This is an optimization exercise on Yosys and OpenROAD, whose aim is small area, not a production implementation.
Only simulation tests tie the RTL to the original design; equivalence was not proved.
Power figures rest on the tool's default switching activity, not on a simulated workload.

### flow/constraint.sdc
create_clock -name core_clock -period 10.0 [get_ports {CLOCK_50}]
set_input_delay 2.0000 -clock core_clock [delete_from_list [all_inputs] [get_ports {CLOCK_50}]]
set_output_delay 2.0000 -clock core_clock [all_outputs]
set_load 0.01 [all_outputs]
### flow/design.v
module ButtonSync
(
	KEY0,
	KEY1,
	KEY2,
	KEY3,
	CLK,
	BTN0,
	BTN1,
	BTN2,
	BTN3
);
input wire KEY0,KEY1,KEY2,KEY3,CLK;
output wire BTN0,BTN1,BTN2,BTN3;
reg [3:0] sync0, sync1, last;
always @(posedge CLK) begin
	sync0 <= {KEY3,KEY2,KEY1,KEY0};
	sync1 <= sync0;
	last  <= sync1;
end
wire [3:0] press = last & ~sync1;
assign BTN0 = ~press[0];
assign BTN1 = ~press[1];
assign BTN2 = ~press[2];
assign BTN3 = ~press[3];
endmodule
module reg_setup
(
	sw_i,
	r_i,
	e_i,
	clk_i,
	setup_o
);
localparam N = 8;
input clk_i,r_i,e_i;
input [N-1:0]sw_i;
output reg [N-1:0]setup_o;
always@(posedge clk_i) begin 
	if(r_i) begin
		setup_o <= 8'b0000000;
	end 
	else if (e_i) begin
		setup_o <= sw_i;
	end
end 
endmodule
module fsm_clock
(
	clk_i,
	r_i,
	c025_o,
	c05_o,
	c1_o,
	c2_o,
	t025_o,
	t05_o,
	t1_o,
	t2_o
);
localparam integer DIV_025 = 199;
localparam integer DIV_05 = 99;
localparam integer DIV_1 = 49;
localparam integer DIV_2 = 24;
input wire clk_i,r_i;
output reg c025_o,c05_o,c1_o,c2_o;
output wire t025_o,t05_o,t1_o,t2_o;
reg [31:0]contador_025;
reg [31:0]contador_05;
reg [31:0]contador_1;
reg [31:0]contador_2;
assign t025_o = (DIV_025 == contador_025) & ~c025_o;
assign t05_o  = (DIV_05  == contador_05)  & ~c05_o;
assign t1_o   = (DIV_1   == contador_1)   & ~c1_o;
assign t2_o   = (DIV_2   == contador_2)   & ~c2_o;
always @(posedge clk_i)begin
	if(r_i == 1'b1)begin
		contador_025 <=0;
		contador_05  <=0;
		contador_1 	 <=0;
		contador_2	 <=0;
		c025_o		 <=0; 
		c05_o			 <=0;
		c1_o         <=0;
		c2_o         <=0;
	end
	else begin
		contador_025 <= contador_025 + 1;
		contador_05 <= contador_05 + 1;
		contador_1 <= contador_1 + 1;	
		contador_2 <= contador_2 + 1;
		if(DIV_025 == contador_025)begin
				contador_025 <= 0;
				c025_o <= ~c025_o;
		end 
		if(DIV_05 == contador_05)begin
				contador_05 <= 0;
				c05_o <= ~c05_o;
		end 
		if(DIV_1 == contador_1)begin
				contador_1 <= 0;
				c1_o <= ~c1_o;
		end 
		if(DIV_2 == contador_2)begin
				contador_2 <= 0;
				c2_o <= ~c2_o;
		end 
	end
end
endmodule
module mux4x1
(
	F1_i,
	F2_i,
	F3_i,
	F4_i,
	SEL_i,
	F_o
);
localparam SEL = 2;
input wire F1_i;
input wire F2_i;
input wire F3_i;
input wire F4_i;
input wire [SEL-1:0]SEL_i;
output reg F_o;
always @(F1_i or F2_i or F3_i or F4_i or SEL_i)
begin
	case (SEL_i)
		2'b00: begin
			F_o <= F1_i;
		end	
		2'b01: begin
			F_o <= F2_i;
		end	
		2'b10: begin
			F_o <= F3_i;
		end	
		2'b11: begin
			F_o <= F4_i;
		end
	endcase
end
endmodule
module counter_time
(
	clk_i,
	ce_i,
	r_i,
	e_i,
	tempo_o,
	end_time
);
localparam N = 4;
input wire clk_i, ce_i, r_i, e_i;
output reg [N-1:0] tempo_o;
output reg end_time;
always @(posedge clk_i)
begin
	if(r_i == 1'b1) begin
		tempo_o <= 4'b0000;
		end_time <= 1'b0;
	end
	else
 begin
	if(ce_i & e_i) begin
		if(tempo_o == 4'b1001) begin
			tempo_o <= 4'b0000;
			end_time <= 1'b1; 
		end
		else begin
			tempo_o <= tempo_o + 1'b1;
			end_time <= 1'b0;
		end
	end
 end 
end
endmodule
module counter_round
(
	clk_i,
	r_i,
	e_i,
	data_i,
	tc_o,
	round_o
);
localparam N = 4;
input wire clk_i,r_i,e_i;
input wire [N-1:0]data_i;
output reg [N-1:0]round_o;
output reg tc_o;
reg [N-1:0] total;
always@(posedge clk_i)begin
	if (r_i==1'b1) begin
		total <= 4'b0000;
		tc_o <= 1'b0;
		round_o <= 4'b0000;
	end
	else if (e_i == 1'b1) begin
		if (total == data_i) begin
			tc_o <= 1'b1;
			round_o <= total;
			total <= 4'b0000;
		end
		else begin
			total <= total + 1;
			round_o <= total + 1;
			tc_o <= 0;
		end
	end
end
endmodule
module counter_fpga
(
	clk_i,
	ce_i,
	r_i,
	e_i,
	data_i,
	tc_o,
	seqfpga_o
);
localparam N = 4;
input wire clk_i,ce_i,r_i,e_i;
input wire [N-1:0]data_i;
output wire [N-1:0]seqfpga_o;
output reg tc_o;
reg [N-1:0] total;
assign seqfpga_o = total;
always@(posedge clk_i)begin
	if (r_i) begin
		total <= 4'b0000;
		tc_o <= 1'b0;
	end
	else if (ce_i & e_i) begin
		if (total == data_i) begin
			tc_o <= 1;
			total <= 4'b0000;
		end
		else begin
			total <= total + 1;
			tc_o <= 0;
		end
	end
end
endmodule
module seq1
(
    address,
    output_reg
);
input [3:0] address;
output reg [3:0] output_reg;
always @(address) begin
    case (address)
        4'b0000: output_reg = 4'b0001;
        4'b0001: output_reg = 4'b0100;
        4'b0010: output_reg = 4'b0010;
        4'b0011: output_reg = 4'b1000;
        4'b0100: output_reg = 4'b0001;
        4'b0101: output_reg = 4'b1000;
        4'b0110: output_reg = 4'b0100;
        4'b0111: output_reg = 4'b1000;
        4'b1000: output_reg = 4'b0010;
        4'b1001: output_reg = 4'b1000;
        4'b1010: output_reg = 4'b0001;
        4'b1011: output_reg = 4'b0010;
        4'b1100: output_reg = 4'b1000;
        4'b1101: output_reg = 4'b0001;
        4'b1110: output_reg = 4'b0100;
        4'b1111: output_reg = 4'b0010;
        default: output_reg = 4'b0000;   
    endcase
end
endmodule
module seq2
(
    address,
    output_reg
);
input [3:0] address;
output reg [3:0] output_reg;
always @(address) begin
    case (address)
        4'b0000: output_reg = 4'b0001;
        4'b0001: output_reg = 4'b0100;
        4'b0010: output_reg = 4'b0001;
        4'b0011: output_reg = 4'b1000;
        4'b0100: output_reg = 4'b0010;
        4'b0101: output_reg = 4'b0001;
        4'b0110: output_reg = 4'b1000;
        4'b0111: output_reg = 4'b1000;
        4'b1000: output_reg = 4'b0001;
        4'b1001: output_reg = 4'b0010;
        4'b1010: output_reg = 4'b0001;
        4'b1011: output_reg = 4'b1000;
        4'b1100: output_reg = 4'b0100;
        4'b1101: output_reg = 4'b0010;
        4'b1110: output_reg = 4'b1000;
        4'b1111: output_reg = 4'b0001;
        default: output_reg = 4'b0000;   
    endcase
end
endmodule
module seq3
(
    address,
    output_reg
);
input [3:0] address;
output reg [3:0] output_reg;
always @(address) begin
    case (address)
        4'b0000: output_reg = 4'b0001;
        4'b0001: output_reg = 4'b0100;
        4'b0010: output_reg = 4'b0010;
        4'b0011: output_reg = 4'b1000;
        4'b0100: output_reg = 4'b0001;
        4'b0101: output_reg = 4'b1000;
        4'b0110: output_reg = 4'b0100;
        4'b0111: output_reg = 4'b1000;
        4'b1000: output_reg = 4'b0010;
        4'b1001: output_reg = 4'b1000;
        4'b1010: output_reg = 4'b0001;
        4'b1011: output_reg = 4'b0010;
        4'b1100: output_reg = 4'b1000;
        4'b1101: output_reg = 4'b0001;
        4'b1110: output_reg = 4'b0100;
        4'b1111: output_reg = 4'b0010;
        default: output_reg = 4'b0000;   
    endcase
end
endmodule
module seq4
(
    address,
    output_reg
);
input [3:0] address;
output reg [3:0] output_reg;
always @(address) begin
    case (address)
        4'b0000: output_reg = 4'b0001;
        4'b0001: output_reg = 4'b1000;
        4'b0010: output_reg = 4'b0100;
        4'b0011: output_reg = 4'b1000;
        4'b0100: output_reg = 4'b0001;
        4'b0101: output_reg = 4'b0010;
        4'b0110: output_reg = 4'b0100;
        4'b0111: output_reg = 4'b1000;
        4'b1000: output_reg = 4'b0001;
        4'b1001: output_reg = 4'b0010;
        4'b1010: output_reg = 4'b1000;
        4'b1011: output_reg = 4'b0010;
        4'b1100: output_reg = 4'b0001;
        4'b1101: output_reg = 4'b1000;
        4'b1110: output_reg = 4'b0100;
        4'b1111: output_reg = 4'b0010;
        default: output_reg = 4'b0000;   
    endcase
end
endmodule
module mux4x1_4bits
(
	F1_i,
	F2_i,
	F3_i,
	F4_i,
	SEL_i,
	F_o
);
localparam WIDTH = 4;
localparam SEL = 2;
input wire  [WIDTH - 1:0] F1_i;
input wire  [WIDTH - 1:0] F2_i;
input wire  [WIDTH - 1:0] F3_i;
input wire  [WIDTH - 1:0] F4_i;
input wire  [SEL   - 1:0] SEL_i;
output reg  [WIDTH - 1:0] F_o;
always @(F1_i or F2_i or F3_i or F4_i or SEL_i)
begin
	case (SEL_i)
		2'b00: F_o <= F1_i;
		2'b01: F_o <= F2_i;
		2'b10: F_o <= F3_i;
		2'b11: F_o <= F4_i;
	endcase
end
endmodule
module reg_fpga
(
	clk_i,
	ce_i,
	r_i,
	e_i,
	data_i,
	q_o,
	q3_o
);
localparam N = 64;
localparam N1 = 4;
input wire clk_i,ce_i,r_i,e_i;
input wire [N-1:0]data_i;
output reg [N-1:0]q_o;
output reg [N1-1:0]q3_o;
always@(posedge clk_i) begin 
	if(r_i) begin
		q_o <= 64'b0;
		q3_o <= 4'b0;
	end 
	else if (ce_i & e_i) begin
		q_o <= data_i;
		q3_o <= data_i[63:60];
	end
end 
endmodule
module counter_user
(
	clk_i,
	r_i,
	e_i,
	data_i,
	tc_o
);
localparam N = 4;
input wire clk_i,r_i,e_i;
input wire [N-1:0]data_i;	
output reg tc_o;
reg [N-1:0] total;
always@(posedge clk_i)begin
	if (r_i) begin
		total <= 4'b0000;
		tc_o <= 0;
	end
	else if (e_i) begin
		if (total == data_i) begin
			tc_o <= 1;
			total <= 4'b0000;
		end
		else begin
			total <= total + 1;
			tc_o <= 0;
		end
	end
end
endmodule
module logica
(
	reg_setupLevel,
	round,
	reg_setupMapa,
	points
);
input wire [1:0]reg_setupLevel;
input wire [1:0]reg_setupMapa;
input wire [3:0]round;
output wire [7:0]points;
assign points = reg_setupLevel * round;
endmodule
module reg_user
(
	clk_i,
	r_i,
	e_i,
	data_i,
	q_o
);
localparam N = 64;
input clk_i,r_i,e_i;
input [N-1:0]data_i;
output reg [N-1:0]q_o;
always@(posedge clk_i)begin
	if(r_i) begin
		q_o <= 64'b0;
	end 
	else if (e_i) begin
		q_o <= data_i;
end
end
endmodule
module mux2x1
(
	a_i,
	b_i,
	sel_i,
	saida_o
);
localparam N = 7;
input wire [N-1:0]a_i;
input wire [N-1:0]b_i;
input wire sel_i;
output reg [N-1:0]saida_o;
always @(a_i or b_i or sel_i)begin
	if(sel_i == 1)
		saida_o <= a_i;
	else
		saida_o <= b_i;
end
endmodule
module dec7seg
(
    bcd_i,
    seg_o
);
   localparam BCD_SIZE = 4;
	localparam SEG_SIZE = 7;
    input  wire [BCD_SIZE - 1:0] bcd_i;
    output reg  [SEG_SIZE - 1:0] seg_o;
    always @(bcd_i) begin
        case (bcd_i)
            4'h0 : seg_o = ~7'b011_1111;   
				4'h1 : seg_o = ~7'b000_0110;   
				4'h2 : seg_o = ~7'b101_1011;
				4'h3 : seg_o = ~7'b100_1111;
				4'h4 : seg_o = ~7'b110_0110;
				4'h5 : seg_o = ~7'b110_1101;
				4'h6 : seg_o = ~7'b111_1101;
				4'h7 : seg_o = ~7'b000_0111;
				4'h8 : seg_o = ~7'b111_1111;
				4'h9 : seg_o = ~7'b110_1111;
				4'hA : seg_o = ~7'b111_0111;
				4'hB : seg_o = ~7'b111_1100;
				4'hC : seg_o = ~7'b011_1001;
				4'hD : seg_o = ~7'b101_1110;
				4'hE : seg_o = ~7'b111_1001;
				4'hF : seg_o = ~7'b111_0001;
         default: seg_o = ~7'b100_0000;
        endcase
    end
endmodule
module datapath
(
	clock_50,
	key_i,
	switch_i,
	r1_i,
	r2_i,
	e1_i,
	e2_i,
	e3_i,
	e4_i,
	sel_i,
	hex0_o,
	hex1_o,
	hex2_o,
	hex3_o,
	hex4_o,
	hex5_o,
	leds_o,
	end_fpga,
	end_user,
	end_time,
	win_o,
	match_o
);
localparam P_KEY = 4;
localparam P_DEC7SEG = 7;
localparam P_SEQOUTPUT = 4;
localparam P_POINTS = 8;
localparam P_NBTN = 4;
localparam P_COUNTER_ROUND = 4;
localparam P_SEQFPGA = 4;
localparam P_COUNTERTIME = 4;
localparam P_SW = 8;
localparam P_SETUP = 8;
localparam P_Q = 64;
localparam P_Q3 = 4;
localparam P_LED = 10;
localparam P_HEX = 7;	
input wire clock_50,r1_i,r2_i,e1_i,e2_i,e3_i,e4_i,sel_i;
input wire [P_KEY-1:0]key_i;
input wire [P_SW-1:0]switch_i;
output wire [P_LED-1:0]leds_o;
output wire [P_HEX-1:0]hex0_o,hex1_o,hex2_o,hex3_o,hex4_o,hex5_o;
output wire	end_fpga,end_user,end_time,win_o,match_o;
wire [P_SETUP-1:0]w_setup;
wire [P_NBTN-1 :0]w_btn;
ButtonSync BUTTON
(
	.KEY0(key_i[0]), 
	.KEY1(key_i[1]), 
	.KEY2(key_i[2]), 
	.KEY3(key_i[3]),
	.CLK(clock_50),
	.BTN0(w_btn[0]), 
	.BTN1(w_btn[1]), 
	.BTN2(w_btn[2]), 
	.BTN3(w_btn[3])
);
wire [P_NBTN-1:0]w_nbtn = ~w_btn;
reg_setup U04
(
	.sw_i(switch_i),
	.r_i(r1_i),
	.e_i(e1_i),
	.clk_i(clock_50),
	.setup_o(w_setup)
);
wire w_c025,w_c05,w_c1,w_c2; 
wire w_t025,w_t05,w_t1,w_t2;
fsm_clock U03
(
	.clk_i(clock_50),
	.r_i(r1_i),
	.c025_o(w_c025),
	.c05_o(w_c05),
	.c1_o(w_c1),
	.c2_o(w_c2),
	.t025_o(w_t025),
	.t05_o(w_t05),
	.t1_o(w_t1),
	.t2_o(w_t2)
);
wire w_clkhz;
mux4x1 U05
(
	.F1_i(w_t025),
	.F2_i(w_t05),
	.F3_i(w_t1),
	.F4_i(w_t2),
	.SEL_i({w_setup[7],w_setup[6]}),
	.F_o(w_clkhz)
);
wire [P_COUNTERTIME-1:0]w_tempo;
counter_time U02
(
	.clk_i(clock_50),
	.ce_i(w_t1),
	.r_i(r2_i),
	.e_i(e2_i),
	.tempo_o(w_tempo),
	.end_time(end_time)
);
wire [P_COUNTER_ROUND-1:0]w_round;
counter_round U06
(
	.clk_i(clock_50),
	.r_i(r1_i),
	.e_i(e4_i & match_o),
	.data_i(w_setup[3:0]),
	.tc_o(win_o),
	.round_o(w_round)
);
wire [P_SEQFPGA-1:0]w_seqfpga;
counter_fpga U07
(
	.clk_i(clock_50),
	.ce_i(w_clkhz),
	.r_i(r2_i),
	.e_i(e3_i),
	.data_i(w_round),
	.tc_o(end_fpga),
	.seqfpga_o(w_seqfpga)
);
wire [P_SEQOUTPUT-1:0]w_seq1_o;
seq1 U08
(
    .address(w_seqfpga),
    .output_reg(w_seq1_o)
);
wire [P_SEQOUTPUT-1:0]w_seq2_o;
seq2 U09
(
    .address(w_seqfpga),
    .output_reg(w_seq2_o)
);
wire [P_SEQOUTPUT-1:0]w_seq3_o;
seq3 U10
(
    .address(w_seqfpga),
    .output_reg(w_seq3_o)
);
wire [P_SEQOUTPUT-1:0]w_seq4_o;
seq4 U11
(
    .address(w_seqfpga),
    .output_reg(w_seq4_o)
);
wire [P_SEQOUTPUT-1:0]w_seq_fpga;
mux4x1_4bits U12
(
	.F1_i(w_seq1_o),
	.F2_i(w_seq2_o),
	.F3_i(w_seq3_o),
	.F4_i(w_seq4_o),
	.SEL_i({w_setup[5],w_setup[4]}),
	.F_o(w_seq_fpga)
);
wire [P_Q-1:0]w_out_fpga;
wire [P_Q3-1:0]w_q3_o;
reg_fpga U15
(
	.clk_i(clock_50),
	.ce_i(w_clkhz),
	.r_i(r2_i),
	.e_i(e3_i),
	.data_i({w_seq_fpga,w_out_fpga[63:4]}),
	.q_o(w_out_fpga),
	.q3_o(w_q3_o)
);
wire or12and1;
wire and12conteruser;
wire orbtn = w_nbtn[3] |w_nbtn[2] | w_nbtn[1] | w_nbtn[0];
and(and12conteruser,orbtn,e2_i);
counter_user U13
(
	.clk_i(clock_50),
	.r_i(r2_i),
	.e_i(and12conteruser),
	.data_i(w_round),
	.tc_o(end_user)
);
wire [P_POINTS-1:0]w_points;
logica U14
(
	.reg_setupLevel({w_setup[7],w_setup[6]}),
	.round(w_round),
	.reg_setupMapa({w_setup[5],w_setup[4]}),
	.points(w_points)
);
wire [P_Q-1:0]w_out_user;
wire or22and2;
wire and22reg_user;
wire orbtn1 = w_nbtn[3] |w_nbtn[2] | w_nbtn[1] | w_nbtn[0];
and(and22reg_user,orbtn1,e2_i);
reg_user U16
(
	.clk_i(clock_50),	
	.r_i(r2_i),
	.e_i(and22reg_user),
	.data_i({w_nbtn,w_out_user[63:4]}),
	.q_o(w_out_user)
);
wire w_win;
assign w_win = win_o;
wire [6:0]w_mux02_mux1;
mux2x1 MUX0
(
	.a_i(~7'b011_1110),  
	.b_i(~7'b111_0001),  
	.sel_i(w_win),
	.saida_o(w_mux02_mux1)
);
mux2x1 MUX1
(
	.a_i(w_mux02_mux1),
	.b_i(~7'b011_1000),  
	.sel_i(sel_i),
	.saida_o(hex5_o)	
);	
wire [P_DEC7SEG-1:0]w_dec0_mux2;
dec7seg DEC0
(
	 .bcd_i({2'b00,w_setup[7:6]}),
	 .seg_o(w_dec0_mux2)
);
wire [6:0]w_mux2_mux3;
mux2x1 MUX2
(
	.a_i(~7'b110_1101),  
	.b_i(~7'b111_0011),  
	.sel_i(w_win),
	.saida_o(w_mux2_mux3)	
);	
mux2x1 MUX3
(
	.a_i(w_mux2_mux3),
	.b_i(w_dec0_mux2),
	.sel_i(sel_i),
	.saida_o(hex4_o)	
);	
wire [6:0]w_mux4_mux5;
mux2x1 MUX4
(
	.a_i(~7'b111_1101),  
	.b_i(~7'b111_1001),  
	.sel_i(w_win),
	.saida_o(w_mux4_mux5)
);
mux2x1 MUX5
(
	.a_i(~7'b111_0001),  
	.b_i(w_mux4_mux5),
	.sel_i(sel_i),
	.saida_o(hex3_o)	
);
wire [P_DEC7SEG-1:0]w_dec1_mux6;
dec7seg DEC1
(
    .bcd_i(w_tempo),
    .seg_o(w_dec1_mux6)
);
wire [6:0]w_mux6_mux7;
mux2x1 MUX6
(
	.a_i(~7'b101_0000),  
	.b_i(~7'b111_0111),  
	.sel_i(w_win),
	.saida_o(w_mux6_mux7)	
);	
mux2x1 MUX7
(
	.a_i(w_mux6_mux7),
	.b_i(w_dec1_mux6),
	.sel_i(sel_i),
	.saida_o(hex2_o)	
);	
wire [P_DEC7SEG-1:0]w_dec2_mux8;
dec7seg DEC2
(
    .bcd_i(w_points[7:4]),
    .seg_o(w_dec2_mux8)
);
mux2x1 MUX8
(
	.a_i(w_dec2_mux8),
	.b_i(~7'b101_0000),  
	.sel_i(sel_i),
	.saida_o(hex1_o)	
);
wire [P_DEC7SEG-1:0]w_dec3_mux9;
wire [P_DEC7SEG-1:0]w_dec4_mux9;
dec7seg DEC3
(
    .bcd_i(w_round),
    .seg_o(w_dec3_mux9)
);
dec7seg DEC4
(
    .bcd_i(w_points[3:0]),
    .seg_o(w_dec4_mux9)
);
mux2x1 MUX9
(
	.a_i(w_dec4_mux9),
	.b_i(w_dec3_mux9),
	.sel_i(sel_i),
	.saida_o(hex0_o)	
);
wire [3:0] w_ledr;
not(w_ledr[0], key_i[0]);
not(w_ledr[1], key_i[1]);
not(w_ledr[2], key_i[2]);
not(w_ledr[3], key_i[3]);
assign leds_o[9:6] = w_ledr;
assign leds_o[5:4] = 2'b11;
assign leds_o[3:0] = w_q3_o;
assign match_o = (w_out_fpga == w_out_user) && end_user ? 1'b1 : 1'b0;
endmodule
module controle
(
	clock_50,
	enter,
	reset,
	end_fpga,
	end_user,
	end_time,
	win,
	match,
	r1,
	r2,
	e1,
	e2,
	e3,
	e4,
	sel
);
input wire clock_50,enter,reset,end_fpga,end_user,end_time,win,match;
output reg r1,r2,e1,e2,e3,e4,sel;
reg [2:0] EA, PE;
localparam[2:0]INIT = 3'b000,
					SETUP = 3'b001,
					PLAY_FPGA = 3'b010,
					PLAY_USER = 3'b011,
					CHECK = 3'b100,
					NEXT_ROUND = 3'b101,
					RESULT = 3'b110;
always @(posedge clock_50 or posedge reset) begin
	if (reset) begin
		EA <= INIT;
	end else begin
		EA <= PE;
	end
end
always @(EA or enter or end_fpga or end_user or end_time or win or match) begin
	case (EA)
		INIT: begin
         PE = SETUP;
      end
		SETUP: begin
         if (enter == 1'b1) PE = PLAY_FPGA;
         else PE = SETUP;
      end
		PLAY_FPGA: begin
			if (end_fpga == 1'b1) PE = PLAY_USER;
			else PE = PLAY_FPGA;
      end
      PLAY_USER: begin
			if (end_user == 1'b1) PE = CHECK;	
         else if (end_time == 1'b1) PE = RESULT;
			else PE = PLAY_USER;
      end
		CHECK: begin
         if (match == 1'b1) PE = NEXT_ROUND;
         else PE = RESULT;
		end
      NEXT_ROUND: begin
			if (win == 1'b1) PE = RESULT;
         else PE = PLAY_FPGA;
      end
      RESULT: begin
			PE = RESULT;
      end
      default: PE = INIT;
	endcase
end
always @(EA) begin
	r1 = 0; r2 = 0; e1 = 0; e2 = 0; e3 = 0; e4 = 0; sel = 0;
		case (EA)
			INIT: begin
            r1 = 1;
				r2 = 1;
         end
         SETUP: begin
            e1 = 1;
         end
			PLAY_FPGA: begin
            e3 = 1;
         end
         PLAY_USER: begin
            e2 = 1;
         end
			CHECK: begin
            e4 = 1;
         end
         NEXT_ROUND: begin
            r2 = 1;
         end
         RESULT: begin
            sel = 1;
         end
       endcase
    end
endmodule
module top
(
	CLOCK_50,
	KEY,
	SW,
	LEDR,
	HEX0,
	HEX1,
	HEX2,
	HEX3,
	HEX4,
	HEX5
);
localparam P_KEY = 4;
localparam P_SW = 10;
localparam P_LDR = 10;
localparam P_HEX = 7;
input wire CLOCK_50;
input wire [P_KEY-1:0]KEY;
input wire [P_SW-1:0]SW;
output wire [P_LDR-1:0]LEDR;
output wire [P_HEX-1:0]HEX0,HEX1,HEX2,HEX3,HEX4,HEX5;
wire w_r1, w_r2, w_e1, w_e2, w_e3, w_e4;
wire w_end_fpga,w_end_user,w_end_time;
wire w_win,w_match;
wire w_sel;
datapath U00
(
	.clock_50 (CLOCK_50),
	.key_i(KEY),
	.switch_i(SW[9:2]),
	.r1_i(w_r1),
	.r2_i(w_r2),
	.e1_i(w_e1),
	.e2_i(w_e2),
	.e3_i(w_e3),
	.e4_i(w_e4),
	.sel_i(w_sel),
	.hex0_o(HEX0),
	.hex1_o(HEX1),
	.hex2_o(HEX2),
	.hex3_o(HEX3),
	.hex4_o(HEX4),
	.hex5_o(HEX5),
	.leds_o(LEDR),
	.end_fpga(w_end_fpga),
	.end_user(w_end_user),
	.end_time(w_end_time),
	.win_o(w_win),
	.match_o(w_match)
);
controle U01
(
	.clock_50(CLOCK_50),
	.enter(SW[0]),
	.reset(SW[1]),
	.end_fpga(w_end_fpga),
	.end_user(w_end_user),
	.end_time(w_end_time),
	.win(w_win),
	.match(w_match),
	.r1(w_r1),
	.r2(w_r2),
	.e1(w_e1),
	.e2(w_e2),
	.e3(w_e3),
	.e4(w_e4),
	.sel(w_sel)	
);
endmodule
### flow/run.sh
#!/bin/bash
# synth_recipe.tcl (not shown) runs the flow's synth.tcl, then flattens the netlist and writes it again
# the make line also repeats each setting of config.mk as NAME=value (left out here)
make -C /OpenROAD-flow-scripts/flow DESIGN_CONFIG=/design/flow/config.mk WORK_HOME=/design/flow/orfs CLKGATE_MAP_FILE= SYNTH_SCRIPT=/design/flow/synth_recipe.tcl finish
### flow/config.mk
export PLATFORM = sky130hd
export DESIGN_NAME = top
export DESIGN_NICKNAME = top
export VERILOG_FILES = /design/flow/design.v
export SDC_FILE = /design/flow/constraint.sdc
export NUM_CORES = 4
export LEC_CHECK = 0
export CAP_MARGIN = 20
export CORE_MARGIN = 2
export CORE_UTILIZATION = 40
export SLEW_MARGIN = 20
==> summary.md <==
| Metric | Value |
|---|---|
| FF-to-FF path depth | `12` |
| Setup TNS | `0 ns` |
| RSZ-0062 raised after global routing | `false` |
| FFs w/ async S/R, synth | `0.008876` |
| Area fraction in compound gates after synthesis | `0.09820` |
| Global route overflow | `0` |
| Hold buffer count at CTS | `0` |
| Flop2flop setup slack | `5.89 ns` |
| Worst R2R Start | `U00.U03.contador_05[0]` |
| Final Max Tran Viols | `0` |
| Post-synth cell types | `74` |
| Worst skew pair latency | `between 0.5 and 0.6 ns` |
| Worst Hold End | `U00.BUTTON.sync1[2]` |
| Arr. time, crit path | `between 3 and 4 ns` |
| Worst path cell trace | `and2_1 -> ha_1 -> fa_1 -> xor2_1 -> nand2_1 -> a21oi_1 -> a21oi_1 -> o21ai_0 -> clkdlybuf4s50_1` |
| Crit Path Class | `reg -> out` |
| CP top delay family | `adder cells` |
| TritonCTS Buffers | `38` |
| R2r endpoint | `U00.U12.F3_i[3]` |
| Ports | `67` |
| Req. time, crit path | `~8.0 ns` |
| Mean post-synth cell area | `slightly above 8 µm²` |
| Slew Limit Headroom | `0.2949` |
| EDFF count, synth | `0` |
| Core region area | `approximately 38000 µm²` |
| Largest area contributor in the netlist | `dfxtp_1` |
| Share of layout cells above drive strength 1 | `0.05799` |
| Fin nets | `about 1900` |
| Via density | `between 5 and 6` |
| Dpl ws | `4.998 ns` |
| Most common cell in the netlist | `nand2_1` |
| Wire length per cell | `14.05 µm` |
| Post-Synth Adder-Cell Area | `0.02983` |
| Resize count post-CTS | `0` |
| Peak per-stage delay on the critical path | `0.57 ns` |
| Setup Viol. Count Final | `0` |
| Simple-gate area share of the yosys netlist | `0.2578` |
| Top-area cell type share of the netlist area | `0.4368` |
| Rows | `71` |
| Netlist Area Pre-Place | `15350 µm²` |
| Clk slew on worst S/H paths | `0.06 ns` |
| WHS Path Cells | `0` |
| Synth warn | `18` |
| Crit path max-delay cell type | `clkdlybuf4s50_1` |
| Seq/Total Area, Yosys | `0.4417` |
| Dpl cells | `2356` |
| Longest Clk Path Bufs | `3` |
| H-tree depth | `2` |
| Global-route wire length before repair | `56.70 mm` |
| Main flop type after synthesis | `dfxtp_1` |
| Ranking of synthesized cells by area | `dfxtp_1, nand2_1, xnor2_1` |
| Post-synthesis mux area share | `0.02103` |
| WL final | `34.06 mm` |
| Status | `complete, no violations` |
| Antenna violations before repair | `0` |
| Die ar. | `39970 µm²` |
| Final hold violations | `0` |
| Final Critical Period | `~5.5 ns` |
| Vias in the first global route | `between 10000 and 15000` |
| Initial Utilization | `0.4067` |
| Pwr Density | `158.4 nW/µm²` |
| Dpl hpwl | `about 23 mm` |
| Post-CTS Setup Bufs | `0` |
| Die width | `between 150 and 200 µm` |
| Drt pass-1 iters | `5` |
| # Max-Cap Violations | `0` |
| CP bufs+invs | `1` |
| Tcrit/Tclk final | `0.5491` |
| Ant. Diodes | `0` |
| Hold Crit Start | `U00.BUTTON.sync0[2]` |
| Worst-Margin Slew | `1.058 ns` |
| # port buffers | `57` |
| DRC | `0` |
| Post-layout util | `0.4651` |
| P&R area growth vs syn | `14.37%` |
| Height of the chip | `~200 µm` |
| LEAKAGE | `between 6 and 7 nW` |
| HP Class | `reg -> reg` |
| Post-Layout Cell Count | `~2400` |
| Fin worst setup slack | `between 4 and 5 ns` |
| Vias | `~12000` |
| Seq cells post-synth | `about 340` |
| CTS tree | `built` |
| Clk_skew | `just under 0.009 ns` |
| Critical Path Sink Type | `output pin` |
| XOR/XNOR Fraction of Synth Area | `0.1084` |
| Crit start category | `flop` |
| Worst path most repeated cell | `a21oi_1` |
| Maximum clock frequency | `~0.18 GHz` |
| Most frequent cells after synthesis | `nand2_1, dfxtp_1, nor2_1` |
| Root buffer cell | `clkbuf_16` |
| Sink Count | `~340` |
| Crit-path max FO | `9` |
| Post-route ant nets | `0` |
| DR iter-0 viols | `around 810` |
| Largest family of logic cells by synthesized area | `simple AND/OR/NAND/NOR gates` |
| Hold Slack | `between 0.3 and 0.4 ns` |
| Gpl congestion | `about 0.8` |
| Largest net degree at the start of global routing | `96` |
| VDD IR max | `approximately 0.00011 V` |
| Gr usage total | `0.1722` |
| Syn Inst Count | `~1900` |
[layer usage]
metal / vias to the layer above / share of wire / track usage
met5: - / 0 / 0
met4: 0 / 0.022 / 0.05322
met3: 50 / 0.041 / 0.02638
met2: 197 / 0.46 / 0.2856
met1: 5664 / 0.48 / 0.2309
li1: 6262 / - / -
[flip-flops by register name (all words and copies together) (netlist names), 5 cells and up]
| signal | flops |
|---|---|
| U00.U16.q_o | 64 |
| U00.U03.contador_05 | 32 |
| U00.U15.q_o | 63 |
| U00.U03.contador_025 | 32 |
| U00.U04.setup_o | 8 |
| U00.U03.contador_2 | 32 |
| U00.MUX3.b_i | 5 |
| U00.U03.contador_1 | 32 |
| U00.MUX9.b_i | 7 |
| U00.MUX7.b_i | 7 |
[kinds of logic after synthesis]
| kind of cell | count (synthesis) |
|---|---|
| buffers and inverters | 153 |
| AOI/OAI and AO/OA | 268 |
| xor gates and xnor gates | 190 |
| DFF | 338 |
| other | 2 |
| and+or+nand+nor | 852 |
| adders and majority gates | 36 |
| muxes | 29 |
[worst max path at each step]
stage | startpoint | end | slack (ns) | cells past startpoint
2_1_floorplan | U00.U04.setup_o[7] | HEX0[3] | 5.70 | 7
3_3_place_gp | KEY[3] | LEDR[9] | 5.00 | 3
3_5_place_dp | KEY[3] | LEDR[9] | 5.00 | 3
4_1_cts | U00.U04.setup_o[7] | HEX0[4] | 4.46 | 9
5_1_grt | U00.U04.setup_o[7] | HEX0[0] | 4.19 | 9
6_report | U00.U04.setup_o[7] | HEX0[4] | 4.51 | 9
[layout make-up]
class | count | area, µm²
fillers | 3708 | 20200
multi-input cells | 1384 | 7988
flip-flops and latches | 338 | 6782
clock buffers | 56 | 1164
repair buffers | 67 | 645.6
well taps | 511 | 639.4
inverters | 56 | 215.2
clock inverters | 13 | 126.4
[power by group]
| part | switching, mW | internal, mW |
|---|---|---|
| registers | 0.000833 | 1.35 |
| clock network | 0.558 | 0.860 |
| logic | 0.00508 | 0.00760 |
[worst reg2reg max path, cell delays in order (launching register included)]
cell and delay [ns]:
dfxtp_1 0.35, ha_1 0.26, nor4b_1 0.26, nand4_1 0.29
nor4_2 0.51, o21a_1 0.27, nor2_4 0.04, buf_4 0.35
a31oi_1 0.62, inv_1 0.14, ha_1 0.33, mux2_2 0.29
a221o_1 0.28
[metrics by stage]
step / total power [mW] / cell area [µm²]
2_1_floorplan: 1.386 / 15380
3_3_place_gp: 1.392 / 16270
3_5_place_dp: 1.392 / 16270
4_1_cts: 2.816 / 17560
5_1_grt: 2.873 / 17560
6_report: 2.781 / 17560
[layout by cell type, fill, tap and decap left out, drive strengths merged, types with 21 or more instances in the layout]
| cell | synthesis | layout |
|---|---|---|
| a21oi | 167 | 167 |
| clkdlybuf4s50 | 0 | 57 |
| mux2i | 21 | 21 |
| nor2 | 196 | 196 |
| inv | 55 | 55 |
| xor2 | 90 | 90 |
| ha | 35 | 35 |
| o21ai | 55 | 55 |
| clkbuf | 75 | 56 |
| nor4 | 38 | 38 |
| nand3 | 51 | 51 |
| nor3 | 22 | 22 |
| nand4 | 41 | 41 |
| xnor2 | 100 | 100 |
| dfxtp | 335 | 335 |
| nand2 | 379 | 379 |

==> separate check: timing with driven ports <==
The results above use ideal ports. As a check the final layout listed here was re-extracted and re-timed, cells and wires unchanged.
Step 1 assumes that a clkbuf_16 drives the clock port and a buf_2 every other input.
Step 2, shift: input delay + t, output delay - t, t = (earliest + latest rising clock arrival at the registers) / 2. This alone moves slack from input paths to output paths.
Slacks: ideal ports / drivers / drivers and shift; pairs: ideal ports / drivers.
t (ns): 0.573
setup slack, ns: 4.509 / 4.459 / 4.981
worst slew at a driven data input, ns: 0.05
After both steps setup and hold are still met in this run. The setup slack of this run moves by -0.050 ns with the drivers and by +0.472 ns with both steps.
